What follows belongs to an exercise in optimizing a design on an open flow for small area and a short achievable clock period; a production flow would make more cautious choices. Only simulation tests tie the RTL to the original design; equivalence was not proved. Power figures rest on the tool's default switching activity, not on a simulated workload.

<file path="design/flow/config.mk">
export PLATFORM = sky130hd
export DESIGN_NAME = mac
export DESIGN_NICKNAME = mac
export VERILOG_FILES = /design/flow/design.v
export SDC_FILE = /design/flow/constraint.sdc
export NUM_CORES = 4
export LEC_CHECK = 0
export ABC_AREA = 1
export CAP_MARGIN = 20
export CORE_MARGIN = 2
export CORE_UTILIZATION = 40
export SETUP_SLACK_MARGIN = 1.4
export SLEW_MARGIN = 20
</file>
<file path="design/flow/constraint.sdc">
create_clock -name core_clock -period 4.2 [get_ports {clk}]
set_input_delay 0.8400 -clock core_clock [delete_from_list [all_inputs] [get_ports {clk}]]
set_output_delay 0.8400 -clock core_clock [all_outputs]
set_load 0.01 [all_outputs]
</file>
<file path="design/flow/design.v">
module mac(
  input clk,
  input rst,
  input signed [7:0] in_a,
  input signed [7:0] in_b,
  output logic signed [15:0] out);
  logic rst_q;
  logic [15:0] reg_c;
  logic [15:0] row0_d, row0;
  logic [15:0] row1_d, row1;
  wire pp0_0, pp0_1, pp0_2, pp0_3, pp0_4, pp0_5, pp0_6, pp0_7, pp1_0, pp1_1,
       pp1_2, pp1_3, pp1_4, pp1_5, pp1_6, pp1_7, pp2_0, pp2_1, pp2_2, pp2_3,
       pp2_4, pp2_5, pp2_6, pp2_7, pp3_0, pp3_1, pp3_2, pp3_3, pp3_4, pp3_5,
       pp3_6, pp3_7, pp4_0, pp4_1, pp4_2, pp4_3, pp4_4, pp4_5, pp4_6, pp4_7,
       pp5_0, pp5_1, pp5_2, pp5_3, pp5_4, pp5_5, pp5_6, pp5_7, pp6_0, pp6_1,
       pp6_2, pp6_3, pp6_4, pp6_5, pp6_6, pp6_7, pp7_0, pp7_1, pp7_2, pp7_3,
       pp7_4, pp7_5, pp7_6, pp7_7, s1, c2, s3, c4, s5, c6,
       s7, c8, s9, c10, s11, c12, s13, c14, s15, c16,
       s17, c18, s19, c20, s21, c22, s23, c24, s25, c26,
       s27, c28, s29, c30, s31, c32, s33, c34, s35, c36,
       s37, c38, s39, c40, s41, c42, s43, c44, s45, c46,
       s47, c48, s49, c50, s51, c52, s53, c54, s55, c56,
       s57, c58, s59, c60, s61, c62, s63, c64, s65, c66,
       s67, c68, s69, c70, s71, c72, s73, c74, s75, c76,
       s77, c78, s79, c80, s81, c82, s83, c84;
  assign pp0_0 = in_a[0] & in_b[0];
  assign pp0_1 = in_a[0] & in_b[1];
  assign pp0_2 = in_a[0] & in_b[2];
  assign pp0_3 = in_a[0] & in_b[3];
  assign pp0_4 = in_a[0] & in_b[4];
  assign pp0_5 = in_a[0] & in_b[5];
  assign pp0_6 = in_a[0] & in_b[6];
  assign pp0_7 = in_a[0] & in_b[7];
  assign pp1_0 = in_a[1] & in_b[0];
  assign pp1_1 = in_a[1] & in_b[1];
  assign pp1_2 = in_a[1] & in_b[2];
  assign pp1_3 = in_a[1] & in_b[3];
  assign pp1_4 = in_a[1] & in_b[4];
  assign pp1_5 = in_a[1] & in_b[5];
  assign pp1_6 = in_a[1] & in_b[6];
  assign pp1_7 = in_a[1] & in_b[7];
  assign pp2_0 = in_a[2] & in_b[0];
  assign pp2_1 = in_a[2] & in_b[1];
  assign pp2_2 = in_a[2] & in_b[2];
  assign pp2_3 = in_a[2] & in_b[3];
  assign pp2_4 = in_a[2] & in_b[4];
  assign pp2_5 = in_a[2] & in_b[5];
  assign pp2_6 = in_a[2] & in_b[6];
  assign pp2_7 = in_a[2] & in_b[7];
  assign pp3_0 = in_a[3] & in_b[0];
  assign pp3_1 = in_a[3] & in_b[1];
  assign pp3_2 = in_a[3] & in_b[2];
  assign pp3_3 = in_a[3] & in_b[3];
  assign pp3_4 = in_a[3] & in_b[4];
  assign pp3_5 = in_a[3] & in_b[5];
  assign pp3_6 = in_a[3] & in_b[6];
  assign pp3_7 = in_a[3] & in_b[7];
  assign pp4_0 = in_a[4] & in_b[0];
  assign pp4_1 = in_a[4] & in_b[1];
  assign pp4_2 = in_a[4] & in_b[2];
  assign pp4_3 = in_a[4] & in_b[3];
  assign pp4_4 = in_a[4] & in_b[4];
  assign pp4_5 = in_a[4] & in_b[5];
  assign pp4_6 = in_a[4] & in_b[6];
  assign pp4_7 = in_a[4] & in_b[7];
  assign pp5_0 = in_a[5] & in_b[0];
  assign pp5_1 = in_a[5] & in_b[1];
  assign pp5_2 = in_a[5] & in_b[2];
  assign pp5_3 = in_a[5] & in_b[3];
  assign pp5_4 = in_a[5] & in_b[4];
  assign pp5_5 = in_a[5] & in_b[5];
  assign pp5_6 = in_a[5] & in_b[6];
  assign pp5_7 = in_a[5] & in_b[7];
  assign pp6_0 = in_a[6] & in_b[0];
  assign pp6_1 = in_a[6] & in_b[1];
  assign pp6_2 = in_a[6] & in_b[2];
  assign pp6_3 = in_a[6] & in_b[3];
  assign pp6_4 = in_a[6] & in_b[4];
  assign pp6_5 = in_a[6] & in_b[5];
  assign pp6_6 = in_a[6] & in_b[6];
  assign pp6_7 = in_a[6] & in_b[7];
  assign pp7_0 = in_a[7] & in_b[0];
  assign pp7_1 = in_a[7] & in_b[1];
  assign pp7_2 = in_a[7] & in_b[2];
  assign pp7_3 = in_a[7] & in_b[3];
  assign pp7_4 = in_a[7] & in_b[4];
  assign pp7_5 = in_a[7] & in_b[5];
  assign pp7_6 = in_a[7] & in_b[6];
  assign pp7_7 = in_a[7] & in_b[7];
  assign s1 = pp0_6 ^ pp1_5;
  assign c2 = pp0_6 & pp1_5;
  assign s3 = pp0_7 ^ pp1_6 ^ pp2_5;
  assign c4 = (pp0_7 & pp1_6) | (pp0_7 & pp2_5) | (pp1_6 & pp2_5);
  assign s5 = pp3_4 ^ pp4_3;
  assign c6 = pp3_4 & pp4_3;
  assign s7 = pp1_7 ^ pp2_6 ^ pp3_5;
  assign c8 = (pp1_7 & pp2_6) | (pp1_7 & pp3_5) | (pp2_6 & pp3_5);
  assign s9 = pp4_4 ^ pp5_3;
  assign c10 = pp4_4 & pp5_3;
  assign s11 = pp2_7 ^ pp3_6 ^ pp4_5;
  assign c12 = (pp2_7 & pp3_6) | (pp2_7 & pp4_5) | (pp3_6 & pp4_5);
  assign s13 = pp0_4 ^ pp1_3;
  assign c14 = pp0_4 & pp1_3;
  assign s15 = pp0_5 ^ pp1_4 ^ pp2_3;
  assign c16 = (pp0_5 & pp1_4) | (pp0_5 & pp2_3) | (pp1_4 & pp2_3);
  assign s17 = pp3_2 ^ pp4_1;
  assign c18 = pp3_2 & pp4_1;
  assign s19 = pp2_4 ^ pp3_3 ^ pp4_2;
  assign c20 = (pp2_4 & pp3_3) | (pp2_4 & pp4_2) | (pp3_3 & pp4_2);
  assign s21 = pp5_1 ^ pp6_0 ^ s1;
  assign c22 = (pp5_1 & pp6_0) | (pp5_1 & s1) | (pp6_0 & s1);
  assign s23 = pp5_2 ^ pp6_1 ^ pp7_0;
  assign c24 = (pp5_2 & pp6_1) | (pp5_2 & pp7_0) | (pp6_1 & pp7_0);
  assign s25 = c2 ^ s3 ^ s5;
  assign c26 = (c2 & s3) | (c2 & s5) | (s3 & s5);
  assign s27 = pp6_2 ^ pp7_1 ^ c4;
  assign c28 = (pp6_2 & pp7_1) | (pp6_2 & c4) | (pp7_1 & c4);
  assign s29 = c6 ^ s7 ^ s9;
  assign c30 = (c6 & s7) | (c6 & s9) | (s7 & s9);
  assign s31 = pp5_4 ^ pp6_3 ^ pp7_2;
  assign c32 = (pp5_4 & pp6_3) | (pp5_4 & pp7_2) | (pp6_3 & pp7_2);
  assign s33 = c8 ^ c10 ^ s11;
  assign c34 = (c8 & c10) | (c8 & s11) | (c10 & s11);
  assign s35 = pp3_7 ^ pp4_6 ^ pp5_5;
  assign c36 = (pp3_7 & pp4_6) | (pp3_7 & pp5_5) | (pp4_6 & pp5_5);
  assign s37 = pp6_4 ^ pp7_3 ^ c12;
  assign c38 = (pp6_4 & pp7_3) | (pp6_4 & c12) | (pp7_3 & c12);
  assign s39 = pp4_7 ^ pp5_6 ^ pp6_5;
  assign c40 = (pp4_7 & pp5_6) | (pp4_7 & pp6_5) | (pp5_6 & pp6_5);
  assign s41 = pp0_3 ^ pp1_2;
  assign c42 = pp0_3 & pp1_2;
  assign s43 = pp2_2 ^ pp3_1 ^ pp4_0;
  assign c44 = (pp2_2 & pp3_1) | (pp2_2 & pp4_0) | (pp3_1 & pp4_0);
  assign s45 = pp5_0 ^ c14 ^ s15;
  assign c46 = (pp5_0 & c14) | (pp5_0 & s15) | (c14 & s15);
  assign s47 = c16 ^ c18 ^ s19;
  assign c48 = (c16 & c18) | (c16 & s19) | (c18 & s19);
  assign s49 = c20 ^ c22 ^ s23;
  assign c50 = (c20 & c22) | (c20 & s23) | (c22 & s23);
  assign s51 = c24 ^ c26 ^ s27;
  assign c52 = (c24 & c26) | (c24 & s27) | (c26 & s27);
  assign s53 = c28 ^ c30 ^ s31;
  assign c54 = (c28 & c30) | (c28 & s31) | (c30 & s31);
  assign s55 = c32 ^ c34 ^ s35;
  assign c56 = (c32 & c34) | (c32 & s35) | (c34 & s35);
  assign s57 = pp7_4 ^ c36 ^ c38;
  assign c58 = (pp7_4 & c36) | (pp7_4 & c38) | (c36 & c38);
  assign s59 = pp5_7 ^ pp6_6 ^ pp7_5;
  assign c60 = (pp5_7 & pp6_6) | (pp5_7 & pp7_5) | (pp6_6 & pp7_5);
  assign s61 = pp0_2 ^ pp1_1;
  assign c62 = pp0_2 & pp1_1;
  assign s63 = pp2_1 ^ pp3_0 ^ s41;
  assign c64 = (pp2_1 & pp3_0) | (pp2_1 & s41) | (pp3_0 & s41);
  assign s65 = s13 ^ c42 ^ s43;
  assign c66 = (s13 & c42) | (s13 & s43) | (c42 & s43);
  assign s67 = s17 ^ c44 ^ s45;
  assign c68 = (s17 & c44) | (s17 & s45) | (c44 & s45);
  assign s69 = s21 ^ c46 ^ s47;
  assign c70 = (s21 & c46) | (s21 & s47) | (c46 & s47);
  assign s71 = s25 ^ c48 ^ s49;
  assign c72 = (s25 & c48) | (s25 & s49) | (c48 & s49);
  assign s73 = s29 ^ c50 ^ s51;
  assign c74 = (s29 & c50) | (s29 & s51) | (c50 & s51);
  assign s75 = s33 ^ c52 ^ s53;
  assign c76 = (s33 & c52) | (s33 & s53) | (c52 & s53);
  assign s77 = s37 ^ c54 ^ s55;
  assign c78 = (s37 & c54) | (s37 & s55) | (c54 & s55);
  assign s79 = s39 ^ c56 ^ s57;
  assign c80 = (s39 & c56) | (s39 & s57) | (c56 & s57);
  assign s81 = c40 ^ c58 ^ s59;
  assign c82 = (c40 & c58) | (c40 & s59) | (c58 & s59);
  assign s83 = pp6_7 ^ pp7_6 ^ c60;
  assign c84 = (pp6_7 & pp7_6) | (pp6_7 & c60) | (pp7_6 & c60);
  assign row0_d = {1'b0, pp7_7, c82, c80, c78, c76, c74, c72, c70, c68, c66, c64, c62, pp2_0, pp0_1, pp0_0};
  assign row1_d = {1'b0, c84, s83, s81, s79, s77, s75, s73, s71, s69, s67, s65, s63, s61, pp1_0, 1'b0};
  always @(posedge clk) begin
    row0 <= row0_d;
    row1 <= row1_d;
    rst_q <= rst;
    if (rst || rst_q)
      reg_c <= 16'h0000;
    else
      reg_c <= reg_c + row0 + row1;
  end
  assign out = reg_c;
endmodule
</file>
<file path="design/flow/flow/run.sh">
#!/bin/bash
# Standard layout flow with two changes: Yosys's synth runs with -noabc, so
# the full adders written in the RTL reach extract_fa without the inverters
# abc -fast would add, CTS adds no dummy loads, and the port buffers are plain buf_1 cells (repair
# still upsizes them where timing needs it). Each tool's output is logged.
set -e
bash standard.sh SYNTH_ARGS=-noabc "BUFFER_PORTS_ARGS=-buffer_cell sky130_fd_sc_hd__buf_1" "CTS_ARGS=-sink_clustering_enable -repair_clock_nets -dont_use_dummy_load" finish > standard.log 2>&1
</file>
<file path="design/flow/standard.sh">
#!/bin/bash
# synth_recipe.tcl (not shown) runs the flow's synth.tcl, then flattens the netlist and writes it again
# the make line also repeats each setting of config.mk as NAME=value (left out here)
make -C /OpenROAD-flow-scripts/flow DESIGN_CONFIG=/design/flow/config.mk WORK_HOME=/design/flow/orfs CLKGATE_MAP_FILE= SYNTH_SCRIPT=/design/flow/synth_recipe.tcl "${@:-finish}"
</file>
==> impl_metrics.py, run 1 <==
metrics = {
    "synth": {
        "yosysTopAreaCell": "fa_1",
        "synthCells": 433,
        "ys_seq_elements": 46,
        "synthesis.nets": 523,
        "avgSynthCellArea_um2": 8.056,
        "synth_cell_types": 20,
        "ys_warn_count": 1,
        "synth_top_area_share_pct": 28.69,
        "yosys-top-cells-area": "fa_1 29%, dfxtp_1 26%, nand2_1 14%",
        "syn_area_um2": 3488,
        "yosysSeqAreaShare_pct": 26.40,
    },
    "detailed_routing": {
        "wirelength_mm": 6.892,
        "drtIter0Drc": 31,
        "vias_per_cell": 4.432,
        "drc_errors": 0,
        "postRouteAntennaNets": 0,
        "first_pass_iters": 4,
        "wire_per_inst_um": 12.26,
        "vias": 2491,
    },
    "power": {
        "peakVddDrop_v": 0.0001818,
        "power_uw": 2180,
        "powerDensity_nw_per_um2": 572.5,
        "leakagePower_uw": 0.002238,
    },
    "floorplanning": {
        "core_area_um2": 8593,
        "die_area_um2": 9484,
        "pin_count": 34,
        "dieWidth_um": 97.39,
        "die_h_um": 97.39,
        "rows": 34,
        "initial_core_util_pct": 40.59,
    },
    "cells_and_area": {
        "diodes": 0,
        "finalNetCount": 546,
        "post-route-util_pct": 44.32,
        "design_area_um2": 3809,
        "syn_to_final_growth_pct": 9.182,
        "drive_gt1_share_pct": 9.471,
    },
    "cts": {
        "cts_hold_buf": 0,
        "path_clk_slew_ps": 90,
        "cts.sinks": 46,
        "cts_buffer_depth": 2,
        "numCtsBuffers": 5,
        "clock_latency_ps": 300,
        "cts_tree": "built",
        "cts-root-buf": "clkbuf_8",
        "htree_levels": 2,
    },
    "setup_path": {
        "startpoint_type": "input pin",
        "reg2reg_depth": 10,
        "cp_top_family": "adder cells",
        "cp_num_buf_inv": 2,
        "crit_path_frequent_cell": "fa_2",
        "worstSetupPathType": "in -> reg",
        "required_ps": 4360,
        "cpMaxStageDelayCell": "fa_2",
        "crit_chain": "buf_4 > nand2_2 > inv_2 > fa_2 > fa_2 > fa_2 > fa_1",
        "crit_cells": 7,
        "end_kind": "register",
        "arrival_ps": 2930,
        "max_stage_delay_ps": 550,
        "cp_max_fo": 8,
    },
    "placement": {
        "gp_congestion": 0.8464,
        "pre_cts_slack_ps": 945.7,
        "dpl.hpwl_mm": 5.923,
        "postPlaceCellArea_um2": 3707,
        "portBuffers": 33,
    },
    "timing": {
        "tns_ps": 0,
        "setup_viol": 0,
        "fmax_mhz": 361.5,
        "grt_setup_unrepaired": "no",
        "skew_ps": 16.89,
        "final_max_slew_viol_count": 0,
        "finalCritPeriodShare_pct": 65.87,
        "relSlewSlack_pct": 41.77,
        "setup_ws_ps": 1434,
        "period_needed_ps": 2766,
        "hold_viol": 0,
        "worst-slew-pin-transition_ps": 870.2,
    },
    "run": {
        "cap_violations": 0,
    },
    "worst_hold_path": {
        "hold_depth": 3,
        "hp-class": "reg -> reg",
    },
    "global_route": {
        "grt_pass1_vias": 2640,
        "grt.total_usage_pct": 15.72,
        "grt_max_degree": 16,
        "antenna_found_initial": 0,
        "grt_overflow": 0,
        "grt_pass1_wl_mm": 12.07,
    },
    "status": {
        "status": "finished clean",
    },
}
cell usage after synthesis (all sizes together):
master  number
ha          22
buf          2
nand3       12
inv        101
a21oi       13
nor3b        1
nand3b       1
o21ai        5
and2         3
dfxtp       46
nand2      134
fa          50
clkbuf      15
nor2        27
xnor2        1
flip-flops by register name, indices dropped and copies added, names as in the netlist:
name / flops
rst_q: 1
row1: 14
row0: 15
reg_c: 16
cells by family (layout without fill, tap and decap cells):
family                   count (synthesis)  after routing  synth area share (%)
flip-flops                              46             46                 26.40
AND/OR/NAND/NOR                        178            178                 21.23
XOR/XNOR                                 1              1                0.2511
buffers and inverters                  118            139                 12.95
AO/OA/AOI/OAI                           18             18                 2.582
adder cells (fa/ha/maj)                 72             72                 36.59
what timing repair did:
item	4_1_cts	5_1_grt
setup endpoints to repair	4	2
resized for setup	8	16
pin swaps	0	4
setup buffers	0	0
cells in the final DEF, fill, tap and decap left out:
| master | count |
|---|---|
| nand2_1 | 127 |
| inv_1 | 98 |
| dfxtp_1 | 46 |
| fa_1 | 38 |
| buf_1 | 24 |
| nor2_1 | 23 |
| ha_1 | 22 |
| a21oi_1 | 13 |
| fa_2 | 12 |
| nand3_1 | 9 |
| nand2_2 | 6 |
| o21ai_0 | 5 |
| clkbuf_8 | 5 |
| buf_4 | 5 |
| nor2_2 | 4 |
| inv_2 | 3 |
| nand3_2 | 3 |
| and2_1 | 3 |
| buf_2 | 2 |
| nand2_4 | 1 |
| xnor2_1 | 1 |
| nor3b_1 | 1 |
| nand3b_1 | 1 |
| clkbuf_2 | 1 |
| buf_6 | 1 |
worst min-delay path: stages, from the launching register on:
cell     delay, ps
dfxtp_1        330
ha_1           110
inv_1           30
nor2_1          80
path summary, 6_finish.rpt:
| path | to | start | slack [ps] |
|---|---|---|---|
| worst min-delay path | reg_c[0] | row0[0] | 580 |
| worst max-delay path | row1[10] | in_a[4] | 1430 |
| worst max register to register | reg_c[13] | reg_c[1] | 1870 |
| worst min register to register | reg_c[0] | row0[0] | 580 |
routing by layer:
metal | vias to the layer above | track usage [%] | part of all wire [%]
met1 | 1164 | 20.35 | 49
met3 | 12 | 2.086 | 2.2
met4 | 0 | 5.449 | 2.1
li1 | 1281 | - | -
met2 | 34 | 27.06 | 47
met5 | - | 0 | 0
layout make-up:
| type | instances | area [µm²] |
|---|---|---|
| tap | 108 | 135.1 |
| multi-input combinational | 269 | 2151 |
| fill | 875 | 4785 |
| timing repair buffer | 33 | 153.9 |
| clock buffer | 5 | 68.82 |
| sequential | 46 | 920.9 |
| inverter | 101 | 379.1 |
power breakdown:
part	switching (µW)	leakage (µW)	internal (µW)
registers	76.5	0.000382	551
clock network	133	0.0000359	107
logic	820	0.00182	493
total	1030	0.00224	1150
stage by stage:
step,std cells,hold slack [ps]
after global routing,562,643.4
after global placement,557,550.7
final,562,580.2
after floorplan,433,497.0
after CTS,562,586.9
after detailed placement,557,564.9
==> inputs of run 2 (changes only) <==
--- a/design/flow/config.mk
+++ b/design/flow/config.mk
@@ -7,3 +7,2 @@
 export LEC_CHECK = 0
-export ABC_AREA = 1
 export CAP_MARGIN = 20
==> run 2 against run 1 <==
Net effect:
- non-clock buffer count did not move
- sequential cell count unchanged
- count of clock-buffer cells in the layout unchanged
- critical endpoint is now row1[8]
==> impl_metrics.py, run 2 <==
metrics = {
    "placement": {
        "portBuffers": 33,
        "gp_congestion": 0.8679,
        "dpl.hpwl_mm": 5.300,
    },
    "setup_path": {
        "required_ps": 4380,
        "cpMaxStageDelayCell": "fa_2",
        "rr_startpoint": "reg_c[1]",
        "crit_cells": 6,
        "reg2reg_depth": 8,
        "cp_top_family": "adder cells",
        "end_kind": "register",
        "cp_num_buf_inv": 1,
        "startpoint_type": "input pin",
        "worstSetupPathType": "in -> reg",
        "crit_path_start": "in_a[2]",
        "arrival_ps": 2940,
        "max_stage_delay_ps": 540,
        "cp_max_fo": 8,
        "crit_chain": "buf_2 > and2_4 > fa_2 > fa_2 > fa_1 > fa_1",
    },
    "timing": {
        "finalCritPeriodShare_pct": 65.89,
        "relSlewSlack_pct": 71.25,
        "fmax_mhz": 361.3,
        "setup_viol": 0,
        "tns_ps": 0,
        "grt_setup_unrepaired": "yes",
        "final_max_slew_viol_count": 0,
        "worst-slew-pin-transition_ps": 429.7,
        "period_needed_ps": 2767,
        "hold_viol": 0,
        "hold_slack_ps": 567.8,
        "skew_ps": 7.579,
    },
    "status": {
        "status": "finished clean",
    },
    "synth": {
        "synthCells": 271,
        "avgSynthCellArea_um2": 11.59,
        "ys_seq_elements": 46,
        "synth_cell_types": 36,
        "ys.flop_type": "dfxtp_1",
        "yosys-top-cells-area": "fa_1 32%, dfxtp_1 29%, and2_1 14%",
        "synth_top_area_share_pct": 31.86,
        "ys_warn_count": 1,
        "synth_common_cells": "68 x and2_1, 50 x fa_1, 46 x dfxtp_1, 22 x ha_1, 13 x a21oi_1",
        "synth_edf_count": 0,
        "synthesis.nets": 361,
        "ys_async_sr_fraction_pct": 0,
        "yosysTopAreaCell": "fa_1",
        "syn_area_um2": 3142,
        "yosysSeqAreaShare_pct": 29.31,
        "synth_most_common_cell": "and2_1",
    },
    "detailed_routing": {
        "first_pass_iters": 4,
        "wirelength_mm": 6.281,
        "vias": 2034,
        "vias_per_cell": 4.961,
        "drc_errors": 0,
        "postRouteAntennaNets": 0,
        "drtIter0Drc": 53,
        "wire_per_inst_um": 15.32,
    },
    "cells_and_area": {
        "final_common_cell": "and2_1",
        "drive_gt1_share_pct": 9.416,
        "finalNetCount": 400,
        "diodes": 0,
        "largest_register_ffs": 16,
        "top_regs": "reg_c: 16 flops, row0: 15 flops, row1: 14 flops",
        "syn_to_final_growth_pct": 11.19,
        "regMostFlops": "reg_c",
        "final_cell_mix": "65 x and2_1, 46 x dfxtp_1, 43 x fa_1",
    },
    "cts": {
        "cts_setup_buffers": 0,
        "cts_tree": "built",
        "clock_latency_ps": 290,
        "numCtsBuffers": 5,
        "path_clk_slew_ps": 80,
        "cts_hold_buf": 0,
        "htree_levels": 2,
        "cts-root-buf": "clkbuf_8",
        "cts.sinks": 46,
        "cts_buffer_depth": 2,
    },
    "power": {
        "clkPwrFrac_pct": 12.2,
        "swShare_pct": 42.09,
        "power_frac_comb_pct": 56.7,
        "peakVddDrop_v": 0.0001983,
        "leakagePower_uw": 0.001536,
        "powerDensity_nw_per_um2": 564.1,
        "seqPwrFrac_pct": 31.1,
        "power.internal_uw": 1141,
        "power_uw": 1971,
        "power.switching_uw": 829.5,
    },
    "global_route": {
        "grt_pass1_wl_mm": 10.31,
        "use_met3_pct": 2.197,
        "grt_util_met2_pct": 25.30,
        "grt_overflow": 0,
        "met1_usage_pct": 22.17,
        "grt.total_usage_pct": 15.70,
        "grt_max_degree": 14,
        "grt_pass1_vias": 2055,
        "antenna_found_initial": 0,
        "top_usage_layer": "met2",
    },
    "floorplanning": {
        "initial_core_util_pct": 40.87,
        "core_area_um2": 7687,
        "dieWidth_um": 92.63,
        "rows": 32,
        "die_area_um2": 8579,
        "die_h_um": 92.63,
        "pin_count": 34,
    },
    "worst_hold_path": {
        "hp-class": "reg -> reg",
        "hold_depth": 2,
        "hold_start": "rst_q",
    },
    "run": {
        "cap_violations": 0,
    },
}
==> run 2: cell types whose count changed after synthesis, moves of 5 or more <==
cell / previous run / this run
and2_1: 3 / 68
clkbuf_1: 15 / 1
inv_1: 101 / 3
nand2_1: 129 / 11
nand3_1: 9 / 2
nor2_1: 23 / 8
nor3_1: 0 / 5
o21a_1: 0 / 5
==> run 2: final cells by class <==
class,count,area (µm²)
multi-input combinational,221,2231
sequential,46,920.9
fill,745,4194
inverter,3,11.26
timing repair buffer,33,133.9
clock buffer,5,68.82
tap,102,127.6
==> run 2: what timing repair did <==
item                                   in CTS  in global routing
pin swaps                                   0                  1
resized for setup                           6                  4
setup endpoints to repair                   5                  6
endpoints found under the hold margin       0                  0
==> run 2: per-layer routing <==
| layer | vias to the layer above | share of wire [%] |
|---|---|---|
| met2 | 34 | 46 |
| met3 | 4 | 2.7 |
| li1 | 984 | - |
| met5 | - | 0 |
| met4 | 0 | 1.3 |
| met1 | 1012 | 50 |
==> run 2: final timing paths <==
check / to / slack (ps)
setup / recovery: row1[8] / 1430
hold / removal: reg_c[12] / 570
setup reg to reg: reg_c[11] / 1680
hold reg to reg: reg_c[12] / 570
==> run 2: cells by family (layout without fill, tap and decap cells) <==
group / after synthesis / count (layout) / synth area share [%]
AOI/OAI and AO/OA: 36 / 36 / 7.885
buffers and inverters: 4 / 41 / 0.4778
muxes: 1 / 1 / 0.3186
xor gates and xnor gates: 8 / 8 / 2.230
and+or+nand+nor: 104 / 104 / 19.16
DFF: 46 / 46 / 29.31
adders and majority gates: 72 / 72 / 40.62
==> run 2: tightest hold or removal path, stage by stage (launching register included) <==
cell	delay, ps
dfxtp_1	350
or3_2	120
mux2i_1	50
==> run 2: metrics by stage <==
step                instance area (µm²)  setup slack (ps)  cells  util (%)
floorplan                          3164              1329    271         -
finish                             3493              1433    410     45.44
global placement                   3412              1056    405     44.38
CTS                                3488              1379    410     45.38
detailed placement                 3412             995.6    405     44.38
global route                       3493              1378    410     45.44
==> run 2: power groups by stage <==
| stage | logic, µW | registers (µW) | clock network (µW) |
|---|---|---|---|
| 2_1_floorplan | 859 | 627 | 0 |
| 3_3_place_gp | 1090 | 625 | 0 |
| 3_5_place_dp | 1120 | 627 | 0 |
| 4_1_cts | 1120 | 616 | 248 |
| 5_1_grt | 1290 | 627 | 260 |
| 6_report | 1120 | 614 | 240 |
==> inputs of run 3 (changes only) <==
--- a/design/flow/config.mk
+++ b/design/flow/config.mk
@@ -7,2 +7,3 @@
 export LEC_CHECK = 0
+export ABC_CLOCK_PERIOD_IN_PS = 2500
 export CAP_MARGIN = 20
==> run 3 against run 2 <==
Net effect:
- non-clock buffer count stayed put
- synthesized cell count stayed put
- critical path type unchanged
- sequential share of layout area stayed put
- largest power group unchanged
- register-to-register slack hardly changed
- core utilization stayed put
- hold slack stayed put
==> impl_metrics.py, run 3 <==
metrics = {
    "setup_path": {
        "crit_path_start": "in_a[2]",
        "worstSetupPathType": "in -> reg",
        "required_ps": 4380,
        "cp_max_fo": 8,
        "r2r_slack_ps": 1680,
        "startpoint_type": "input pin",
        "end_kind": "register",
        "arrival_ps": 2940,
        "rr_startpoint": "reg_c[1]",
    },
    "placement": {
        "gp_congestion": 0.8679,
        "portBuffers": 33,
        "dpl.hpwl_mm": 5.300,
    },
    "floorplanning": {
        "die_area_um2": 8579,
        "dieWidth_um": 92.63,
        "initial_core_util_pct": 40.87,
        "pin_count": 34,
        "rows": 32,
        "die_h_um": 92.63,
        "core_area_um2": 7687,
    },
    "global_route": {
        "grt_pass1_wl_mm": 10.31,
        "grt_pass1_vias": 2055,
        "grt.total_usage_pct": 15.70,
        "antenna_found_initial": 0,
        "grt_max_degree": 14,
        "grt_overflow": 0,
    },
    "detailed_routing": {
        "wirelength_mm": 6.281,
        "drtIter0Drc": 53,
        "first_pass_iters": 4,
        "vias_per_cell": 4.961,
        "vias": 2034,
        "postRouteAntennaNets": 0,
        "wire_per_inst_um": 15.32,
        "drc_errors": 0,
    },
    "synth": {
        "synth_edf_count": 0,
        "yosys-top-cells-area": "fa_1 32%, dfxtp_1 29%, and2_1 14%",
        "synth_common_cells": "68 x and2_1, 50 x fa_1, 46 x dfxtp_1, 22 x ha_1, 13 x a21oi_1",
        "avgSynthCellArea_um2": 11.59,
        "synth_top_area_share_pct": 31.86,
        "ys_async_sr_fraction_pct": 0,
        "yosysTopAreaCell": "fa_1",
        "ys_seq_elements": 46,
        "synth_most_common_cell": "and2_1",
        "synthCells": 271,
        "syn_area_um2": 3142,
        "yosysSeqAreaShare_pct": 29.31,
        "synth_cell_types": 36,
        "ys.flop_type": "dfxtp_1",
        "ys_warn_count": 1,
        "synthesis.nets": 361,
    },
    "worst_hold_path": {
        "hold_start": "rst_q",
        "hp-class": "reg -> reg",
    },
    "cts": {
        "cts_setup_buffers": 0,
        "cts-root-buf": "clkbuf_8",
        "cts_tree": "built",
        "path_clk_slew_ps": 80,
        "cts.sinks": 46,
        "cts_buffer_depth": 2,
        "cts_hold_buf": 0,
        "clock_latency_ps": 290,
        "numCtsBuffers": 5,
        "htree_levels": 2,
    },
    "cells_and_area": {
        "regMostFlops": "reg_c",
        "top_regs": "reg_c: 16 flops, row0: 15 flops, row1: 14 flops",
        "largest_register_ffs": 16,
        "drive_gt1_share_pct": 9.416,
        "final_cell_mix": "65 x and2_1, 46 x dfxtp_1, 43 x fa_1",
        "diodes": 0,
        "final_common_cell": "and2_1",
        "finalNetCount": 400,
        "syn_to_final_growth_pct": 11.19,
        "post-route-util_pct": 45.44,
        "n_fill_cell": 745,
    },
    "power": {
        "leakagePower_uw": 0.001536,
        "powerDensity_nw_per_um2": 564.1,
        "peakVddDrop_v": 0.0001983,
    },
    "timing": {
        "setup_viol": 0,
        "period_needed_ps": 2767,
        "relSlewSlack_pct": 71.25,
        "worst-slew-pin-transition_ps": 429.7,
        "fmax_mhz": 361.3,
        "hold_viol": 0,
        "final_max_slew_viol_count": 0,
        "tns_ps": 0,
        "grt_setup_unrepaired": "yes",
        "finalCritPeriodShare_pct": 65.89,
        "skew_ps": 7.579,
    },
    "status": {
        "status": "finished clean",
    },
    "run": {
        "cap_violations": 0,
    },
}
[run 3: cell counts after synthesis]
No cell type changed its count.
[run 3: logic make-up (layout without fill, tap and decap cells)]
family,count (synthesis),after routing,synth area share (%)
and+or+nand+nor,104,104,19.16
adders and majority gates,72,72,40.62
DFF,46,46,29.31
AOI/OAI and AO/OA,36,36,7.885
xor gates and xnor gates,8,8,2.230
buffers and inverters,4,41,0.4778
muxes,1,1,0.3186
[run 3: timing repair]
item	in CTS	in global routing
gates resized for setup	6	4
pin swaps	0	1
endpoints found under the setup margin	5	6
[run 3: layer usage]
layer	track usage, %	routed length [µm]	vias up
li1	-	-	984
met1	22.17	3131	1012
met2	25.30	2897	34
met3	2.197	170	4
met4	4.779	82	0
met5	0	0	-
[run 3: final timing paths]
check,cells past startpoint,endpoint
worst max-delay path,6,row1[8]
worst min-delay path,2,reg_c[12]
worst max register to register,8,reg_c[11]
worst min register to register,2,reg_c[12]
[run 3: critical path: stages]
cell    delay, ps
buf_2         140
and2_4        170
fa_2          390
fa_2          540
fa_1          430
fa_1          430
[run 3: cell type report]
cell class | instances | area (µm²) | share of cell area (%)
multi-input combinational | 221 | 2231 | 63.86
sequential | 46 | 920.9 | 26.36
timing repair buffer | 33 | 133.9 | 3.832
tap | 102 | 127.6 | 3.653
clock buffer | 5 | 68.82 | 1.970
inverter | 3 | 11.26 | 0.3223
[run 3: through the flow]
stage                     instance area (µm²)  total power, µW  hold slack (ps)  setup WS (ps)  std cells
after floorplan                          3164             1486            506.7           1329        271
after global placement                   3412             1719            528.2           1056        405
after detailed placement                 3412             1744            538.8          995.6        405
after CTS                                3488             1989            564.9           1379        410
after global routing                     3493             2175            579.9           1378        410
final                                    3493             1971            567.8           1433        410
[run 3: power by group]
group | switching [µW] | internal, µW
Clock | 133 | 107
Combinational | 628 | 488
Sequential | 68.2 | 546
Total | 829 | 1140
==> inputs of run 4 (changes only) <==
--- a/design/flow/config.mk
+++ b/design/flow/config.mk
@@ -7,3 +7,3 @@
 export LEC_CHECK = 0
-export ABC_CLOCK_PERIOD_IN_PS = 2500
+export ABC_CLOCK_PERIOD_IN_PS = 10000
 export CAP_MARGIN = 20
==> run 4 against run 3 <==
Net effect:
- register-to-register slack hardly changed
- power stayed put
- clock power hardly changed
==> impl_metrics.py, run 4 <==
metrics = {
    "synth": {
        "ys_seq_elements": 46,
        "ys_warn_count": 1,
        "yosys-top-cells-area": "fa_1 32%, dfxtp_1 29%, and2_1 14%",
        "synth_most_common_cell": "and2_1",
        "synth_common_cells": "68 x and2_1, 50 x fa_1, 46 x dfxtp_1, 22 x ha_1, 13 x a21oi_1",
        "synthCells": 271,
        "yosysSeqAreaShare_pct": 29.31,
        "synth_cell_types": 36,
        "ys.flop_type": "dfxtp_1",
        "synth_edf_count": 0,
        "yosysTopAreaCell": "fa_1",
        "avgSynthCellArea_um2": 11.59,
        "synth_top_area_share_pct": 31.86,
        "ys_async_sr_fraction_pct": 0,
        "synthesis.nets": 361,
        "syn_area_um2": 3142,
    },
    "timing": {
        "relSlewSlack_pct": 71.25,
        "period_needed_ps": 2767,
        "final_max_slew_viol_count": 0,
        "hold_viol": 0,
        "setup_viol": 0,
        "finalCritPeriodShare_pct": 65.89,
        "worst-slew-pin-transition_ps": 429.7,
        "setup_ws_ps": 1433,
        "skew_ps": 7.579,
        "tns_ps": 0,
        "grt_setup_unrepaired": "yes",
        "fmax_mhz": 361.3,
    },
    "cells_and_area": {
        "final_cell_mix": "65 x and2_1, 46 x dfxtp_1, 43 x fa_1",
        "largest_register_ffs": 16,
        "diodes": 0,
        "regMostFlops": "reg_c",
        "top_regs": "reg_c: 16 flops, row0: 15 flops, row1: 14 flops",
        "syn_to_final_growth_pct": 11.19,
        "finalNetCount": 400,
        "drive_gt1_share_pct": 9.416,
        "final_common_cell": "and2_1",
        "n_fill_cell": 745,
    },
    "power": {
        "peakVddDrop_v": 0.0001983,
        "power_uw": 1971,
        "leakagePower_uw": 0.001536,
        "powerDensity_nw_per_um2": 564.1,
    },
    "floorplanning": {
        "rows": 32,
        "pin_count": 34,
        "die_h_um": 92.63,
        "core_area_um2": 7687,
        "dieWidth_um": 92.63,
        "die_area_um2": 8579,
        "initial_core_util_pct": 40.87,
    },
    "setup_path": {
        "arrival_ps": 2940,
        "end_kind": "register",
        "startpoint_type": "input pin",
        "required_ps": 4380,
        "crit_chain": "buf_2 > and2_4 > fa_2 > fa_2 > fa_1 > fa_1",
        "cp_max_fo": 8,
        "cpMaxStageDelayCell": "fa_2",
        "max_stage_delay_ps": 540,
        "worstSetupPathType": "in -> reg",
    },
    "global_route": {
        "grt_max_degree": 14,
        "grt_pass1_wl_mm": 10.31,
        "grt.total_usage_pct": 15.70,
        "grt_pass1_vias": 2055,
        "grt_overflow": 0,
        "antenna_found_initial": 0,
    },
    "cts": {
        "cts_tree": "built",
        "path_clk_slew_ps": 80,
        "htree_levels": 2,
        "cts_hold_buf": 0,
        "clock_latency_ps": 290,
        "cts.sinks": 46,
        "numCtsBuffers": 5,
        "cts-root-buf": "clkbuf_8",
        "cts_buffer_depth": 2,
        "cts_setup_buffers": 0,
    },
    "detailed_routing": {
        "wirelength_mm": 6.281,
        "drtIter0Drc": 53,
        "drc_errors": 0,
        "postRouteAntennaNets": 0,
        "wire_per_inst_um": 15.32,
        "vias_per_cell": 4.961,
        "vias": 2034,
        "first_pass_iters": 4,
    },
    "worst_hold_path": {
        "hp-class": "reg -> reg",
    },
    "status": {
        "status": "finished clean",
    },
    "placement": {
        "dpl.hpwl_mm": 5.300,
        "pre_cts_slack_ps": 995.6,
        "gp_congestion": 0.8679,
        "portBuffers": 33,
    },
    "run": {
        "cap_violations": 0,
    },
}
## run 4: cell counts in the layout (fill, tap and decap cells not counted)
No cell type changed its count.
## run 4: timing repair
item	CTS	global route
pin swaps	0	1
resized for setup	6	4
endpoints found under the setup margin	5	6
## run 4: cell type report
class / count / area [µm²] / area share [%]
multi-input combinational: 221 / 2231 / 63.86
sequential: 46 / 920.9 / 26.36
timing repair buffer: 33 / 133.9 / 3.832
tap: 102 / 127.6 / 3.653
clock buffer: 5 / 68.82 / 1.970
inverter: 3 / 11.26 / 0.3223
## run 4: per-layer routing
layer	global-route usage (%)	wire [µm]	up-vias	part of all wire (%)
li1	-	-	984	-
met1	22.17	3131	1012	50
met2	25.30	2897	34	46
met3	2.197	170	4	2.7
met4	4.779	82	0	1.3
met5	0	0	-	0
## run 4: per-stage QoR
| step | area, µm² | std cells | hold WS, ps | util (%) |
|---|---|---|---|---|
| after CTS | 3488 | 410 | 564.9 | 45.38 |
| after global routing | 3493 | 410 | 579.9 | 45.44 |
| after global placement | 3412 | 405 | 528.2 | 44.38 |
| final | 3493 | 410 | 567.8 | 45.44 |
| after floorplan | 3164 | 271 | 506.7 | - |
| after detailed placement | 3412 | 405 | 538.8 | 44.38 |
## run 4: path summary, 6_finish.rpt
path	start	end	slack, ps	depth (start not counted)
setup / recovery	in_a[2]	row1[8]	1430	6
setup reg to reg	reg_c[1]	reg_c[11]	1680	8
hold / removal	rst_q	reg_c[12]	570	2
hold reg to reg	rst_q	reg_c[12]	570	2
## run 4: cells by family (layout without fill, tap and decap cells)
group / count (synthesis) / count (layout) / synth area share, %
buf+inv: 4 / 41 / 0.4778
simple gates: 104 / 104 / 19.16
compound gates: 36 / 36 / 7.885
mux: 1 / 1 / 0.3186
flops: 46 / 46 / 29.31
xor+xnor: 8 / 8 / 2.230
fa+ha+maj: 72 / 72 / 40.62
## run 4: worst max-delay path, delay by kind of cell
family        cells  cell delay (ps)
fa+ha+maj         4             1790
buf+inv           1              140
simple gates      1              170
## run 4: report_power, final
group | leakage (µW) | total [µW] | switching [µW] | internal [µW]
Sequential | 0.000382 | 614 | 68.2 | 546
Combinational | 0.00112 | 1120 | 628 | 488
Clock | 0.0000359 | 240 | 133 | 107
Total | 0.00154 | 1970 | 829 | 1140
==> inputs of run 5 (changes only) <==
--- a/design/flow/config.mk
+++ b/design/flow/config.mk
@@ -7,3 +7,2 @@
 export LEC_CHECK = 0
-export ABC_CLOCK_PERIOD_IN_PS = 10000
 export CAP_MARGIN = 20
@@ -11,3 +10,3 @@
 export CORE_UTILIZATION = 40
-export SETUP_SLACK_MARGIN = 1.4
+export SETUP_SLACK_MARGIN = 1.3
 export SLEW_MARGIN = 20
==> run 5 against run 4 <==
Net effect:
- clock skew grew 9.3 ps
- power shrank 0.66%
- largest power group unchanged
- cell count is the same
- core utilization shrank 0.23 points
- hold slack lost 8.4 ps
- still clean
- synthesized area is the same
- global-route usage shrank 0.36 points
- sequential power is essentially flat
- sequential share of layout area grew 0.13 points
- cell area shrank 0.50%
- register-to-register slack gained 60 ps
==> impl_metrics.py, run 5 <==
metrics = {
    "placement": {
        "dpl.hpwl_mm": 5.052,
        "postPlaceCellArea_um2": 3397,
        "gp_congestion": 0.8102,
        "pre_cts_slack_ps": 991.5,
        "portBuffers": 33,
    },
    "synth": {
        "yosysTopAreaCell": "fa_1",
        "synth_cell_types": 36,
        "synthCells": 271,
        "synth_most_common_cell": "and2_1",
        "synthesis.nets": 361,
        "ys.flop_type": "dfxtp_1",
        "yosysSeqAreaShare_pct": 29.31,
        "yosys-top-cells-area": "fa_1 32%, dfxtp_1 29%, and2_1 14%",
        "ys_seq_elements": 46,
        "synth_common_cells": "68 x and2_1, 50 x fa_1, 46 x dfxtp_1, 22 x ha_1, 13 x a21oi_1",
        "avgSynthCellArea_um2": 11.59,
        "ys_async_sr_fraction_pct": 0,
        "ys_warn_count": 1,
        "synth_top_area_share_pct": 31.86,
        "synth_edf_count": 0,
        "syn_area_um2": 3142,
    },
    "timing": {
        "hold_viol": 0,
        "final_max_slew_viol_count": 0,
        "period_needed_ps": 2839,
        "setup_viol": 0,
        "setup_ws_ps": 1361,
        "finalCritPeriodShare_pct": 67.59,
        "tns_ps": 0,
        "relSlewSlack_pct": 72.53,
        "grt_setup_unrepaired": "yes",
        "skew_ps": 16.89,
        "worst-slew-pin-transition_ps": 411.3,
        "fmax_mhz": 352.3,
    },
    "cells_and_area": {
        "finalNetCount": 400,
        "final_common_cell": "and2_1",
        "syn_to_final_growth_pct": 10.63,
        "largest_register_ffs": 16,
        "design_area_um2": 3476,
        "drive_gt1_share_pct": 6.818,
        "n_fill_cell": 766,
        "diodes": 0,
        "multi_input_area_um2": 2216,
        "ff_latch_area_um2": 920.9,
        "top_regs": "reg_c: 16 flops, row0: 15 flops, row1: 14 flops",
        "final_cell_mix": "68 x and2_1, 46 x fa_1, 46 x dfxtp_1",
        "regMostFlops": "reg_c",
    },
    "cts": {
        "cts.sinks": 46,
        "cts_buffer_depth": 2,
        "numCtsBuffers": 5,
        "clock_latency_ps": 290,
        "path_clk_slew_ps": 70,
        "cts_setup_buffers": 0,
        "htree_levels": 2,
        "cts_tree": "built",
        "cts-root-buf": "clkbuf_8",
    },
    "setup_path": {
        "required_ps": 4360,
        "arrival_ps": 3000,
        "startpoint_type": "input pin",
        "end_kind": "register",
        "worstSetupPathType": "in -> reg",
        "cp_max_fo": 8,
    },
    "detailed_routing": {
        "first_pass_iters": 4,
        "drtIter0Drc": 55,
        "wire_per_inst_um": 14.61,
        "top_layer": "met4",
        "wl_met3_um": 145,
        "wirelength_mm": 5.990,
        "postRouteAntennaNets": 0,
        "vias": 1990,
        "wl_met1_mm": 3.002,
        "vias_per_cell": 4.854,
        "drc_errors": 0,
        "routed-wl-met2_mm": 2.792,
    },
    "power": {
        "leakagePower_uw": 0.001530,
        "powerDensity_nw_per_um2": 563.2,
        "peakVddDrop_v": 0.0002019,
    },
    "floorplanning": {
        "dieWidth_um": 92.63,
        "core_area_um2": 7687,
        "initial_core_util_pct": 40.87,
        "die_h_um": 92.63,
        "rows": 32,
        "die_area_um2": 8579,
        "pin_count": 34,
    },
    "global_route": {
        "grt_max_degree": 17,
        "grt_pass1_wl_mm": 10.23,
        "grt_pass1_vias": 2042,
        "grt.total_usage_pct": 15.34,
        "grt_overflow": 0,
        "antenna_found_initial": 0,
    },
    "run": {
        "cap_violations": 0,
    },
    "worst_hold_path": {
        "hp-class": "reg -> reg",
    },
    "status": {
        "status": "finished clean",
    },
}
run 5: cell types whose count changed in the layout (fill, tap and decap cells not counted), sizes merged:
cell	before	now
buf	32	28
clkbuf	6	10
run 5: worst max-delay path, stage by stage:
cell	delay, ps
buf_1	210
and2_1	190
fa_2	450
fa_2	370
fa_1	530
fa_1	410
run 5: where the power goes:
group | internal [µW] | switching (µW) | total [µW] | leakage, µW
clock network | 107 | 132 | 239 | 0.0000359
registers | 546 | 68.8 | 614 | 0.000382
logic | 483 | 621 | 1100 | 0.00111
run 5: logic make-up (layout without fill, tap and decap cells):
kind of cell | count (synthesis) | count (layout) | synth area share (%)
XOR/XNOR | 8 | 8 | 2.230
buffers and inverters | 4 | 41 | 0.4778
adder cells (fa/ha/maj) | 72 | 72 | 40.62
AND/OR/NAND/NOR | 104 | 104 | 19.16
AO/OA/AOI/OAI | 36 | 36 | 7.885
flip-flops | 46 | 46 | 29.31
multiplexers | 1 | 1 | 0.3186
run 5: final timing paths:
| check | endpoint | cells past startpoint | slack [ps] | from |
|---|---|---|---|---|
| setup / recovery | row1[8] | 6 | 1360 | in_b[5] |
| hold / removal | reg_c[12] | 2 | 560 | rst_q |
| setup reg to reg | reg_c[11] | 8 | 1740 | reg_c[1] |
| hold reg to reg | reg_c[12] | 2 | 560 | rst_q |
run 5: per-layer routing:
metal,up-vias,global-route usage (%)
li1,979,-
met1,975,22.20
met2,32,24.64
met3,4,1.546
met4,0,4.412
met5,-,0
run 5: repair_timing:
action,in CTS,in global routing
resized for setup,1,6
setup endpoints to repair,1,3
hold buffers,0,0
run 5: metrics by stage:
stage / instances / total power (µW) / utilization [%] / hold WS, ps
2_1_floorplan: 271 / 1484 / - / 506.7
3_3_place_gp: 405 / 1718 / 44.19 / 528.0
3_5_place_dp: 405 / 1727 / 44.19 / 539.5
4_1_cts: 410 / 1975 / 45.10 / 552.7
5_1_grt: 410 / 2158 / 45.21 / 594.0
6_report: 410 / 1958 / 45.21 / 559.4
run 5: cell type report:
| class | count | share of cell area (%) |
|---|---|---|
| flip-flops and latches | 46 | 26.49 |
| multi-input cells | 221 | 63.75 |
| clock buffers | 5 | 1.980 |
| inverters | 3 | 0.3240 |
| well taps | 102 | 3.672 |
| repair buffers | 33 | 3.780 |
==> inputs of run 6 (changes only) <==
--- a/design/flow/config.mk
+++ b/design/flow/config.mk
@@ -10,3 +10,3 @@
 export CORE_UTILIZATION = 40
-export SETUP_SLACK_MARGIN = 1.3
+export SETUP_SLACK_MARGIN = 1.5
 export SLEW_MARGIN = 20
==> run 6 against run 5 <==
Net effect:
- synthesized cell count is the same
- sequential power is essentially flat
- largest cell class unchanged
- critical path depth is the same
- clock power is essentially flat
- count of clock-buffer cells in the layout is the same
- combinational power is essentially flat
==> impl_metrics.py, run 6 <==
metrics = {
    "cts": {
        "cts_hold_buf": 0,
        "cts_tree": "built",
        "numCtsBuffers": 5,
        "cts_buffer_depth": 2,
        "htree_levels": 2,
        "path_clk_slew_ps": 80,
        "cts.sinks": 46,
        "clock_latency_ps": 290,
        "cts-root-buf": "clkbuf_8",
    },
    "timing": {
        "setup_viol": 0,
        "hold_viol": 0,
        "skew_ps": 15.62,
        "worst-slew-pin-transition_ps": 438.8,
        "period_needed_ps": 2726,
        "finalCritPeriodShare_pct": 64.90,
        "final_max_slew_viol_count": 0,
        "relSlewSlack_pct": 70.64,
        "fmax_mhz": 366.9,
        "tns_ps": 0,
        "grt_setup_unrepaired": "yes",
        "setup_ws_ps": 1474,
    },
    "cells_and_area": {
        "n_fill_cell": 739,
        "largest_register_ffs": 16,
        "diodes": 0,
        "syn_to_final_growth_pct": 14.34,
        "regMostFlops": "reg_c",
        "top_regs": "reg_c: 16 flops, row0: 15 flops, row1: 14 flops",
        "finalNetCount": 401,
        "design_area_um2": 3592,
        "ff_latch_area_um2": 920.9,
        "multi_input_area_um2": 2271,
        "final_cell_mix": "60 x and2_1, 46 x dfxtp_1, 37 x fa_1",
        "post-route-util_pct": 46.73,
        "drive_gt1_share_pct": 13.92,
        "final_common_cell": "and2_1",
    },
    "setup_path": {
        "arrival_ps": 2900,
        "worstSetupPathType": "in -> reg",
        "startpoint_type": "input pin",
        "r2r_slack_ps": 1740,
        "cp_max_fo": 8,
        "required_ps": 4370,
        "end_kind": "register",
    },
    "global_route": {
        "grt_pass1_wl_mm": 10.36,
        "grt_max_degree": 15,
        "top_usage_layer": "met2",
        "grt.total_usage_pct": 15.61,
        "antenna_found_initial": 0,
        "grt_util_met2_pct": 25.24,
        "grt_pass1_vias": 2111,
        "grt_overflow": 0,
        "met1_usage_pct": 22.38,
        "use_met3_pct": 1.709,
    },
    "detailed_routing": {
        "drtIter0Drc": 59,
        "vias_per_cell": 4.917,
        "wirelength_mm": 6.263,
        "wire_per_inst_um": 15.24,
        "first_pass_iters": 4,
        "vias": 2021,
        "drc_errors": 0,
        "postRouteAntennaNets": 0,
    },
    "placement": {
        "postPlaceCellArea_um2": 3427,
        "portBuffers": 33,
        "pre_cts_slack_ps": 989.5,
        "gp_congestion": 0.8651,
        "dpl.hpwl_mm": 5.175,
    },
    "power": {
        "power_uw": 1987,
        "peakVddDrop_v": 0.0001704,
        "powerDensity_nw_per_um2": 553.2,
        "leakagePower_uw": 0.001560,
    },
    "floorplanning": {
        "core_area_um2": 7687,
        "die_h_um": 92.63,
        "dieWidth_um": 92.63,
        "initial_core_util_pct": 40.87,
        "die_area_um2": 8579,
        "rows": 32,
        "pin_count": 34,
    },
    "synth": {
        "synth_edf_count": 0,
        "synthesis.nets": 361,
        "yosysSeqAreaShare_pct": 29.31,
        "synth_common_cells": "68 x and2_1, 50 x fa_1, 46 x dfxtp_1, 22 x ha_1, 13 x a21oi_1",
        "yosys-top-cells-area": "fa_1 32%, dfxtp_1 29%, and2_1 14%",
        "synth_cell_types": 36,
        "ys_warn_count": 1,
        "yosysTopAreaCell": "fa_1",
        "synth_top_area_share_pct": 31.86,
        "syn_area_um2": 3142,
        "synth_most_common_cell": "and2_1",
        "synthCells": 271,
        "ys_seq_elements": 46,
        "avgSynthCellArea_um2": 11.59,
        "ys_async_sr_fraction_pct": 0,
        "ys.flop_type": "dfxtp_1",
    },
    "run": {
        "cap_violations": 0,
    },
    "worst_hold_path": {
        "hp-class": "reg -> reg",
    },
    "status": {
        "status": "finished clean",
    },
}
run 6: stage by stage:
step                      instances  hold WS, ps
after detailed placement        405        539.5
after global routing            411        576.5
after CTS                       411        553.4
final                           411        554.4
after floorplan                 271        506.7
after global placement          405        531.5
run 6: path summary, 6_finish.rpt:
kind / startpoint / cells after the start / endpoint
worst max register to register: reg_c[1] / 8 / reg_c[11]
worst min register to register: rst_q / 2 / reg_c[12]
worst min-delay path: rst_q / 2 / reg_c[12]
worst max-delay path: in_a[2] / 6 / row1[8]
run 6: logic make-up (layout without fill, tap and decap cells):
family                     after synthesis  in the layout  share of synthesized area [%]
buffers and inverters                    4             42                         0.4778
muxes                                    1              1                         0.3186
adders and majority gates               72             72                          40.62
AOI/OAI and AO/OA                       36             36                          7.885
xor gates and xnor gates                 8              8                          2.230
DFF                                     46             46                          29.31
and+or+nand+nor                        104            104                          19.16
run 6: power by group:
| part | internal, µW | switching [µW] | total (µW) |
|---|---|---|---|
| logic | 499 | 636 | 1130 |
| clock network | 107 | 132 | 240 |
| registers | 546 | 67.9 | 614 |
run 6: routing by layer:
layer,part of all wire [%],up-vias,wire length (µm)
met5,0,-,0
met4,1.3,0,84
met3,3.3,7,209
met2,46,45,2869
met1,49,988,3099
li1,-,981,-
run 6: final cells by class:
cell class | count | share of cell area [%]
Multi-Input combinational cell | 221 | 63.22
Sequential cell | 46 | 25.64
Timing Repair Buffer | 34 | 5.364
Tap cell | 102 | 3.553
Clock buffer | 5 | 1.916
Inverter | 3 | 0.3135
run 6: repair_timing:
action | CTS | global route
resized for setup | 27 | 5
endpoints found under the setup margin | 8 | 6
gates cloned | 0 | 0
pin swaps | 8 | 7
buffers inserted | 1 | 0
run 6: critical path, cell delays in order:
cell and delay (ps):
buf_8 110, and2_4 160, fa_2 400, fa_2 540, fa_1 420, fa_1 430
==> inputs of run 7 (changes only) <==
--- a/design/flow/flow/run.sh
+++ b/design/flow/flow/run.sh
@@ -6,2 +6,2 @@
 set -e
-bash standard.sh SYNTH_ARGS=-noabc "BUFFER_PORTS_ARGS=-buffer_cell sky130_fd_sc_hd__buf_1" "CTS_ARGS=-sink_clustering_enable -repair_clock_nets -dont_use_dummy_load" finish > standard.log 2>&1
+bash standard.sh ADDER_MAP_FILE= SYNTH_ARGS=-noabc "BUFFER_PORTS_ARGS=-buffer_cell sky130_fd_sc_hd__buf_1" "CTS_ARGS=-sink_clustering_enable -repair_clock_nets -dont_use_dummy_load" finish > standard.log 2>&1
--- a/design/flow/config.mk
+++ b/design/flow/config.mk
@@ -10,3 +10,3 @@
 export CORE_UTILIZATION = 40
-export SETUP_SLACK_MARGIN = 1.5
+export SETUP_SLACK_MARGIN = 1.4
 export SLEW_MARGIN = 20
==> run 7 against run 6 <==
Net effect:
- first-iteration DRC count up 76%
- worst setup slack worse by 4.6 ps
- critical path depth up 2
- fmax down 0.17%
- combinational power up 39%
- cell count up 64%
- routed wire length up 42%
- clock skew down 6.7 ps
- power up 26%
- critical endpoint is now reg_c[15]
- largest power group unchanged
==> impl_metrics.py, run 7 <==
metrics = {
    "timing": {
        "tns_ps": 0,
        "hold_viol": 0,
        "relSlewSlack_pct": 48.18,
        "setup_viol": 0,
        "final_max_slew_viol_count": 0,
        "grt_setup_unrepaired": "yes",
        "skew_ps": 8.885,
        "worst-slew-pin-transition_ps": 777.3,
        "fmax_mhz": 366.3,
        "period_needed_ps": 2730,
        "finalCritPeriodShare_pct": 65.01,
    },
    "global_route": {
        "grt.total_usage_pct": 16.29,
        "grt_max_degree": 20,
        "grt_overflow": 0,
        "grt_pass1_wl_mm": 15.25,
        "grt_pass1_vias": 3252,
        "antenna_found_initial": 0,
    },
    "cells_and_area": {
        "n_fill_cell": 1016,
        "diodes": 0,
        "drive_gt1_share_pct": 6.518,
        "top_regs": "reg_c: 16 flops, row0: 15 flops, row1: 14 flops",
        "final_common_cell": "nand2_1",
        "syn_to_final_growth_pct": 7.840,
        "regMostFlops": "reg_c",
        "final_cells": 673,
        "largest_register_ffs": 16,
        "finalNetCount": 557,
        "final_cell_mix": "91 x nand2_1, 60 x xnor2_1, 43 x dfxtp_1",
    },
    "synth": {
        "yosys-top-cells-area": "dfxtp_1 22%, xnor2_1 13%, xor2_1 8.8%",
        "yosysTopAreaCell": "dfxtp_1",
        "synth_top_area_share_pct": 22.02,
        "synth_most_common_cell": "nand2_1",
        "ys_seq_elements": 46,
        "avgSynthCellArea_um2": 7.935,
        "ys.flop_type": "dfxtp_1",
        "ys_warn_count": 1,
        "synth_cell_types": 58,
        "ys_async_sr_fraction_pct": 0,
        "synth_edf_count": 0,
        "synth_common_cells": "91 x nand2_1, 61 x xnor2_1, 46 x dfxtp_1, 42 x xor2_1, 32 x maj3_1",
        "yosysSeqAreaShare_pct": 22.02,
        "synthCells": 527,
        "synthesis.nets": 545,
        "syn_area_um2": 4182,
    },
    "power": {
        "powerDensity_nw_per_um2": 555.6,
        "leakagePower_uw": 0.001594,
        "peakVddDrop_v": 0.0002117,
    },
    "cts": {
        "cts_tree": "built",
        "htree_levels": 2,
        "cts-root-buf": "clkbuf_8",
        "numCtsBuffers": 5,
        "cts.sinks": 46,
        "cts_hold_buf": 0,
        "cts_buffer_depth": 2,
        "cts_setup_buffers": 0,
        "path_clk_slew_ps": 80,
        "clock_latency_ps": 290,
    },
    "setup_path": {
        "worstSetupPathType": "reg -> reg",
        "cp_max_fo": 5,
        "startpoint_type": "register",
        "arrival_ps": 2900,
        "end_kind": "register",
        "required_ps": 4370,
    },
    "floorplanning": {
        "core_area_um2": 10230,
        "dieWidth_um": 106.2,
        "initial_core_util_pct": 40.87,
        "die_area_um2": 11290,
        "rows": 37,
        "die_h_um": 106.2,
        "pin_count": 34,
    },
    "detailed_routing": {
        "drtIter0Drc": 104,
        "drc_errors": 0,
        "wire_per_inst_um": 13.23,
        "vias": 3598,
        "first_pass_iters": 4,
        "wirelength_mm": 8.904,
        "vias_per_cell": 5.346,
        "postRouteAntennaNets": 0,
    },
    "placement": {
        "gp_congestion": 0.8661,
        "portBuffers": 33,
        "dpl.hpwl_mm": 6.931,
        "dp_cells": 668,
    },
    "worst_hold_path": {
        "hp-class": "reg -> reg",
    },
    "run": {
        "cap_violations": 0,
    },
    "status": {
        "status": "finished clean",
    },
}
-- run 7: final cells by class --
cell class | count | area [µm²] | share of cell area, %
flip-flops and latches | 46 | 927.1 | 20.56
inverters | 8 | 30.03 | 0.6659
clock buffers | 5 | 68.82 | 1.526
multi-input cells | 444 | 3174 | 70.39
well taps | 136 | 170.2 | 3.774
repair buffers | 34 | 138.9 | 3.080
-- run 7: critical path: stages (launching register included) --
cell	delay, ps
dfxtp_4	380
xnor3_2	460
xor2_2	190
or4b_4	550
a211oi_4	310
o211ai_4	140
a2111oi_4	350
or4_1	170
nand2_1	50
-- run 7: cells by family after synthesis --
group / count (synthesis) / synth area share (%)
AO/OA/AOI/OAI: 129 / 20.62
multiplexers: 6 / 1.496
buffers and inverters: 37 / 3.351
adder cells (fa/ha/maj): 33 / 7.929
AND/OR/NAND/NOR: 162 / 17.00
XOR/XNOR: 114 / 27.59
flip-flops: 46 / 22.02
-- run 7: through the flow --
stage / setup WS, ps / instance area [µm²] / utilization, % / total power [µW] / hold WS, ps
after CTS: 1348 / 4467 / 43.66 / 2467 / 564.7
final: 1470 / 4509 / 44.07 / 2505 / 568.9
after floorplan: 1458 / 4182 / - / 1927 / 509.0
after global placement: 1094 / 4373 / 42.74 / 2153 / 558.3
after detailed placement: 938.9 / 4373 / 42.74 / 2192 / 553.1
after global routing: 1336 / 4509 / 44.07 / 2724 / 595.0
-- run 7: per-layer routing --
layer | track usage [%] | part of all wire (%) | routed length (µm)
met5 | 0 | 0 | 0
met4 | 4.041 | 0.80 | 71
met3 | 2.085 | 2.7 | 241
met2 | 25.82 | 45 | 4016
met1 | 23.39 | 51 | 4575
-- run 7: path summary, 6_finish.rpt --
check	startpoint	endpoint	slack, ps	cells after the start
hold / removal	row0[0]	reg_c[0]	570	2
hold reg to reg	row0[0]	reg_c[0]	570	2
setup reg to reg	row1[4]	reg_c[15]	1470	8
setup / recovery	row1[4]	reg_c[15]	1470	8
-- run 7: what timing repair did --
item	in CTS	in global routing
pin swaps	0	2
setup endpoints to repair	6	11
resized for setup	7	12
-- run 7: power breakdown --
part	internal (µW)	switching, µW
combinational	704	866
clock	107	130
sequential	546	153
total	1360	1150
==> inputs of run 8 (changes only) <==
--- a/design/flow/flow/run.sh
+++ b/design/flow/flow/run.sh
@@ -6,2 +6,2 @@
 set -e
-bash standard.sh ADDER_MAP_FILE= SYNTH_ARGS=-noabc "BUFFER_PORTS_ARGS=-buffer_cell sky130_fd_sc_hd__buf_1" "CTS_ARGS=-sink_clustering_enable -repair_clock_nets -dont_use_dummy_load" finish > standard.log 2>&1
+bash standard.sh ADDER_MAP_FILE= "BUFFER_PORTS_ARGS=-buffer_cell sky130_fd_sc_hd__buf_1" "CTS_ARGS=-sink_clustering_enable -repair_clock_nets -dont_use_dummy_load" finish > standard.log 2>&1
==> run 8 against run 7 <==
Net effect:
- critical endpoint is now row1[9]
- fmax increased by 3.9%
- still clean on timing, DRC and antenna
- cell area decreased by 0.47%
- synthesized area decreased by 0.57%
- clock power increased by 3%
- largest power group unchanged
==> impl_metrics.py, run 8 <==
metrics = {
    "cells_and_area": {
        "ff_latch_area_um2": 920.9,
        "largest_register_ffs": 16,
        "drive_gt1_share_pct": 5.926,
        "n_fill_cell": 1081,
        "finalNetCount": 560,
        "diodes": 0,
        "design_area_um2": 4488,
        "top_regs": "reg_c: 16 flops, row0: 15 flops, row1: 14 flops",
        "syn_to_final_growth_pct": 7.945,
        "regMostFlops": "reg_c",
        "final_cell_mix": "89 x nand2_1, 57 x xnor2_1, 46 x dfxtp_1",
        "multi_input_area_um2": 3133,
        "final_common_cell": "nand2_1",
    },
    "global_route": {
        "grt_overflow": 0,
        "grt_pass1_wl_mm": 15.61,
        "grt_pass1_vias": 3354,
        "antenna_found_initial": 0,
        "grt_max_degree": 20,
        "grt.total_usage_pct": 16.82,
    },
    "synth": {
        "yosys-top-cells-area": "dfxtp_1 22%, xnor2_1 12%, nand2_1 8.1%",
        "synth_cell_types": 62,
        "ys_async_sr_fraction_pct": 0,
        "avgSynthCellArea_um2": 7.980,
        "ys.flop_type": "dfxtp_1",
        "ys_warn_count": 1,
        "synthCells": 521,
        "synth_common_cells": "90 x nand2_1, 57 x xnor2_1, 46 x dfxtp_1, 36 x nor2_1, 33 x xor2_1",
        "synthesis.nets": 539,
        "syn_area_um2": 4158,
        "synth_edf_count": 0,
        "yosysTopAreaCell": "dfxtp_1",
        "synth_most_common_cell": "nand2_1",
        "ys_seq_elements": 46,
        "yosysSeqAreaShare_pct": 22.15,
        "synth_top_area_share_pct": 22.15,
    },
    "cts": {
        "cts-root-buf": "clkbuf_8",
        "path_clk_slew_ps": 100,
        "cts_buffer_depth": 2,
        "cts_tree": "built",
        "htree_levels": 2,
        "numCtsBuffers": 5,
        "clock_latency_ps": 310,
        "cts.sinks": 46,
        "cts_setup_buffers": 0,
        "cts_hold_buf": 0,
    },
    "timing": {
        "finalCritPeriodShare_pct": 62.58,
        "hold_viol": 0,
        "final_max_slew_viol_count": 0,
        "relSlewSlack_pct": 57.26,
        "tns_ps": 0,
        "worst-slew-pin-transition_ps": 634.4,
        "skew_ps": 23.01,
        "fmax_mhz": 380.5,
        "grt_setup_unrepaired": "no",
        "setup_viol": 0,
        "period_needed_ps": 2628,
        "setup_ws_ps": 1572,
        "hold_slack_ps": 565.8,
    },
    "setup_path": {
        "arrival_ps": 2820,
        "regToRegEndpoint": "reg_c[11]",
        "required_ps": 4390,
        "worstSetupPathType": "in -> reg",
        "r2r_slack_ps": 1600,
        "max_stage_delay_ps": 440,
        "crit_chain": "buf_1 > buf_4 > nand2_2 > maj3_1 > o21a_1 > a21oi_2 > xor2_1 > xnor2_1 > xor3_1",
        "startpoint_type": "input pin",
        "end_kind": "register",
        "cp_max_fo": 14,
        "critPathCapture": "row1[9]",
        "crit_path_start": "in_b[6]",
        "rr_startpoint": "row0[3]",
        "reg2reg_depth": 7,
        "cpMaxStageDelayCell": "xor3_1",
    },
    "power": {
        "seqPwrFrac_pct": 27.3,
        "leakagePower_uw": 0.001663,
        "power_frac_comb_pct": 63.2,
        "swShare_pct": 44.65,
        "power.internal_uw": 1417,
        "clkPwrFrac_pct": 9.6,
        "peakVddDrop_v": 0.0001966,
        "power.switching_uw": 1143,
        "powerDensity_nw_per_um2": 570.6,
        "power_uw": 2561,
    },
    "placement": {
        "dpl.hpwl_mm": 7.181,
        "pre_cts_slack_ps": 918.5,
        "portBuffers": 33,
        "gp_congestion": 0.8378,
        "postPlaceCellArea_um2": 4389,
    },
    "floorplanning": {
        "die_area_um2": 11230,
        "pin_count": 34,
        "core_area_um2": 10180,
        "dieWidth_um": 106.0,
        "die_h_um": 106.0,
        "rows": 37,
        "initial_core_util_pct": 40.82,
    },
    "detailed_routing": {
        "first_pass_iters": 5,
        "vias_per_cell": 5.278,
        "vias": 3568,
        "wirelength_mm": 9.053,
        "postRouteAntennaNets": 0,
        "wire_per_inst_um": 13.39,
        "drtIter0Drc": 140,
        "drc_errors": 0,
    },
    "status": {
        "status": "finished clean",
    },
    "run": {
        "cap_violations": 0,
    },
    "worst_hold_path": {
        "hp-class": "reg -> reg",
    },
}
==> run 8: changes by cell type after synthesis, sizes merged, moves of 4 or more <==
cell | previous run | this run
a31oi | 7 | 2
a21boi | 0 | 6
xor2 | 42 | 33
clkbuf | 28 | 19
a221oi | 5 | 1
a32oi | 4 | 0
xnor3 | 3 | 7
nor2 | 30 | 36
o22ai | 8 | 4
xnor2 | 62 | 57
and2 | 8 | 13
==> run 8: critical path, delay by kind of cell <==
kind	cells	cell delay [ps]
simple gates	1	130
compound gates	2	370
buf+inv	2	240
fa+ha+maj	1	430
xor+xnor	3	790
==> run 8: timing repair <==
action / CTS / global route
resized for setup: 3 / 9
gates cloned: 0 / 0
pin swaps: 0 / 0
setup endpoints to repair: 3 / 11
==> run 8: worst min-delay path by stage <==
stage	from	end	slack [ps]	depth (start not counted)
floorplan	rst_q	reg_c[13]	500	3
global placement	rst_q	reg_c[15]	540	3
detailed placement	rst_q	reg_c[15]	560	3
CTS	rst_q	reg_c[15]	570	3
global route	rst_q	reg_c[15]	620	3
finish	rst_q	reg_c[13]	570	3
==> run 8: cell families (layout without fill, tap and decap cells) <==
logic type                 after synthesis  count (layout)  share of synthesized area, %
and+or+nand+nor                        185             185                         20.49
DFF                                     46              46                         22.15
xor gates and xnor gates               105             105                         27.42
AOI/OAI and AO/OA                      119             119                         18.66
buffers and inverters                   32              51                         3.039
muxes                                    2               2                        0.4815
adders and majority gates               32              32                         7.764
==> run 8: area by class of cell <==
cell class              count  area share [%]
clock buffers               5           1.533
multi-input cells         443           69.81
well taps                 136           3.791
flip-flops and latches     46           20.52
inverters                   9          0.7527
repair buffers             37           3.596
==> run 8: per-stage QoR <==
stage	utilization, %	std cells
detailed placement	43.10	671
CTS	43.81	676
finish	44.07	676
floorplan	-	521
global placement	43.10	671
global route	44.07	676
==> run 8: power by group through the flow <==
stage | sequential (µW) | combinational, µW | clock (µW)
after floorplan | 690 | 1300 | 0
after global placement | 699 | 1560 | 0
after detailed placement | 708 | 1580 | 0
after CTS | 697 | 1590 | 255
after global routing | 717 | 1810 | 268
final | 698 | 1620 | 245
==> run 8: layer usage <==
layer / track usage (%) / share of wire (%)
met4: 4.417 / 1.4
met1: 23.30 / 50
met2: 28.02 / 45
met5: 0 / 0
met3: 1.778 / 3.0

Check on run 8: ideal ports give 1.572 ns setup slack; a clkbuf_16 on the clock port and buf_2 on the inputs give 1.579 ns; moving port delays by the midpoint clock arrival (0.325 ns) as well gives 1.254 ns.
